This design comes from an exercise in tuning for small area and a short achievable clock period on the open sky130 flow, not from production work. At most, simulation tests tie the RTL to the original design; equivalence was not proved.

old:
==> flow/design.v (excerpt) <==
module FFT64 #(
    parameter width = 16
) (
    input                           clk,
    input                           rst_n,
    input                           di_en,
    input       signed  [width-1:0] di_re,
    input       signed  [width-1:0] di_img,
    output reg                      do_en,
    output reg  signed  [width-1:0] do_re,
    output reg  signed  [width-1:0] do_img
);
reg  [15:0] l1_re [0:31];
reg  [15:0] l1_im [0:31];
reg  [15:0] o1_re, o1_im;
reg  [15:0] l2_re [0:15];
reg  [15:0] l2_im [0:15];
reg  [15:0] o2_re, o2_im;
reg  [15:0] l3_re [0:7];
reg  [15:0] l3_im [0:7];
reg  [15:0] o3_re, o3_im;
reg  [15:0] l4_re [0:3];
reg  [15:0] l4_im [0:3];
reg  [15:0] o4_re, o4_im;
reg  [15:0] l5_re [0:1];
reg  [15:0] l5_im [0:1];
reg  [15:0] o5_re, o5_im;
reg  [15:0] l6_re [0:0];
reg  [15:0] l6_im [0:0];
wire [15:0] o6_re, o6_im;
reg  [15:0] ba_re [0:30];
reg  [15:0] ba_im [0:30];
reg  [15:0] bb_re [0:13];
reg  [15:0] bb_im [0:13];
reg  [15:0] bc_re [0:3];
reg  [15:0] bc_im [0:3];
reg        started, f1;
reg [5:0]  cnt;
always @(posedge clk or negedge rst_n) begin
    if (!rst_n) begin
        started <= 1'b0;
        cnt     <= 6'd0;
        f1      <= 1'b0;
    end else begin
        started <= started | di_en;
        if (started) cnt <= cnt + 6'd1;
        if (started && cnt == 6'd63) f1 <= 1'b1;
    end
end
always @(posedge clk) begin
    do_en <= rst_n & (do_en | (f1 && cnt == 6'd53));
end
reg [15:0] in_re, in_img;
always @(posedge clk) begin
    in_re  <= di_re;
    in_img <= di_img;
end
reg [5:0] c1, c2;
always @(posedge clk or negedge rst_n) begin
    if (!rst_n) begin
        c1 <= 6'd0;
        c2 <= 6'd1;
    end else begin
        c1 <= (started | di_en) ? c1 + 6'd1 : 6'd0;
        c2 <= started ? c2 + 6'd1 : (di_en ? 6'd2 : 6'd1);
    end
end
wire [5:0] cnx = c1;
wire [5:0] phn1 = cnx - 6'd0;
wire [5:0] phn2 = cnx - 6'd33;
wire [5:0] phn3 = cnx - 6'd50;
wire [5:0] phn4 = cnx - 6'd59;
wire [5:0] phn5 = cnx - 6'd0;
wire [5:0] phn6 = cnx - 6'd3;
reg p2_1, p2_2, p2_3, p2_4, p2_5, p2_6, jrot5;
always @(posedge clk) begin
    p2_1 <= phn1[5];
    p2_2 <= phn2[4];
    p2_3 <= phn3[3];
    p2_4 <= phn4[2];
    p2_5 <= phn5[1];
    p2_6 <= phn6[0];
  ...
For scale: ~10,000 cells after synthesis, ~4,100 flip-flops, roughly 68 I/O pins.
==> flow/config.mk <==
export PLATFORM = sky130hd
export DESIGN_NAME = FFT64
export DESIGN_NICKNAME = FFT64
export VERILOG_FILES = /design/flow/design.v
export SDC_FILE = /design/flow/constraint.sdc
export NUM_CORES = 8
export LEC_CHECK = 0
export CAP_MARGIN = 20
export CORE_MARGIN = 2
export CORE_UTILIZATION = 55
export SLEW_MARGIN = 20
export SYNTH_HIERARCHICAL = 1
export SYNTH_MINIMUM_KEEP_SIZE = 0
==> flow/constraint.sdc <==
create_clock -name core_clock -period 11.0 [get_ports {clk}]
set_input_delay 2.2000 -clock core_clock [delete_from_list [all_inputs] [get_ports {clk}]]
set_output_delay 2.2000 -clock core_clock [all_outputs]
set_load 0.01 [all_outputs]
standard.sh (not shown) runs the stock make flow with config.mk's settings and CLKGATE_MAP_FILE= SYNTH_SCRIPT=/design/flow/synth_recipe.tcl, a recipe that flattens the netlist after the stock synthesis.
==> flow/flow/run.sh <==
#!/bin/bash
# Layout flow: the standard ORFS flow (standard.sh, unchanged synthesis)
# with these changes to how the layout is made:
#  - timing repair aims at 7.3 ns of setup slack (the clock stays 11 ns),
#  - the port buffers are plain buf_2 cells,
#  - clock-tree sinks are clustered in groups of up to 24 within 100 um.
# The whole output of the flow goes to standard.log in this folder.
bash standard.sh SETUP_SLACK_MARGIN=7.3 \
  "BUFFER_PORTS_ARGS=-buffer_cell sky130_fd_sc_hd__buf_2" \
  CTS_CLUSTER_SIZE=24 CTS_CLUSTER_DIAMETER=100 \
  finish > standard.log 2>&1
Changes in new relative to old:
--- a/flow/design.v
+++ b/flow/design.v
@@ -42,15 +42,15 @@
 reg  [15:0] l4_im [0:3];
 reg  [15:0] o4_re, o4_im;
 reg  [15:0] l5_re [0:1];
 reg  [15:0] l5_im [0:1];
 reg  [15:0] o5_re, o5_im;
 reg  [15:0] l6_re [0:0];
 reg  [15:0] l6_im [0:0];
-wire [15:0] o6_re, o6_im;
+reg  [15:0] o6_re, o6_im;
 reg  [15:0] ba_re [0:30];
 reg  [15:0] ba_im [0:30];
 reg  [15:0] bb_re [0:13];
 reg  [15:0] bb_im [0:13];
 reg  [15:0] bc_re [0:3];
 reg  [15:0] bc_im [0:3];
 reg        started, f1;
@@ -63,15 +63,15 @@
     end else begin
         started <= started | di_en;
         if (started) cnt <= cnt + 6'd1;
         if (started && cnt == 6'd63) f1 <= 1'b1;
     end
 end
 always @(posedge clk) begin
-    do_en <= rst_n & (do_en | (f1 && cnt == 6'd53));
+    do_en <= rst_n & (do_en | (f1 && cnt == 6'd54));
 end
 reg [15:0] in_re, in_img;
 always @(posedge clk) begin
     in_re  <= di_re;
     in_img <= di_img;
 end
 reg [5:0] c1, c2;
@@ -4046,21 +4046,21 @@
 wire g3067 = (bp2966[11] & l6_im[0][11]) | (~bp2966[11] & g3049);
 wire p3068 = ~bp2966[11] & p3050;
 wire g3069 = (bp2966[13] & l6_im[0][13]) | (~bp2966[13] & g3055);
 wire p3070 = ~bp2966[13] & p3056;
 wire [15:0] dif6_im = ~bp2966 ^ {g3047, g3069, g3055, g3067, g3049, g3065, g3053, g3063, g3043, g3061, g3051, g3059, g3035, g3057, g3019, 1'b1};
 always @(posedge clk) begin
     l6_re[0] <= p2_6 ? dif6_re : o5_re;
+    o6_re <= p2_6 ? sum6_re : l6_re[0];
     l6_im[0] <= p2_6 ? dif6_im : o5_im;
+    o6_im <= p2_6 ? sum6_im : l6_im[0];
 end
-assign o6_re = p2_6 ? sum6_re : l6_re[0];
-assign o6_im = p2_6 ? sum6_im : l6_im[0];
-wire [5:0] ua = cnx - 6'd4;
-wire [5:0] ub = cnx - 6'd35;
-wire [5:0] uc = cnx - 6'd49;
+wire [5:0] ua = cnx - 6'd5;
+wire [5:0] ub = cnx - 6'd36;
+wire [5:0] uc = cnx - 6'd50;
 reg sa, sb, sc;
 always @(posedge clk) begin
     sa <= ua[5] & ~ua[0];
     sb <= ub[4] & ~ub[1];
     sc <= uc[3] & ~uc[2];
 end
 wire [15:0] ra_re = sa ? o6_re : ba_re[30];
### Flow results
Standard cell with the maximum stage delay on the critical path: fa_1 -> new, buf_4 -> old
Diff old..new | critical path depth | unchanged
Between new and old, the async set-reset flop share out of synthesis figures differ only marginally.
Between old and new, the area share of buffers outside the clock network does not differ in any meaningful way.
Diff old -> new: clock buffer count in the final layout higher.
Compared with old, in new global routing met3 resource utilization closely matched the old numbers, synthesized area went up by 0.55%.
No functional check of the RTL was part of old.

## what the ideal ports hide
In the flow no input, the clock included, has a driving cell. The finished layouts below were timed again as built, in two steps.
Step 1, drivers: a clkbuf_16 drives clk and a buf_2 each remaining input, both assumed.
Step 2 moves the port delays by t, midway between the first and last clock arrival at a register: inputs arrive t later, outputs are due t later. That takes back most of the time a late clock gives input paths.
a / b / c = ideal ports / drivers / drivers and shift; a / b = the first two.
run | shift t [ns] | setup WS [ns] | hold WS [ns] | worst register clock-pin slew, ns | pins driven straight from the clock port
old | 0.955 | 7.341 / 7.300 / 7.341 | 0.288 / 0.288 / 0.288 | 0.11 / 0.11 | 1
new | 0.960 | 7.362 / 7.323 / 7.362 | 0.289 / 0.289 / 0.289 | 0.10 / 0.10 | 1
After both steps setup and hold are still met in every run listed.
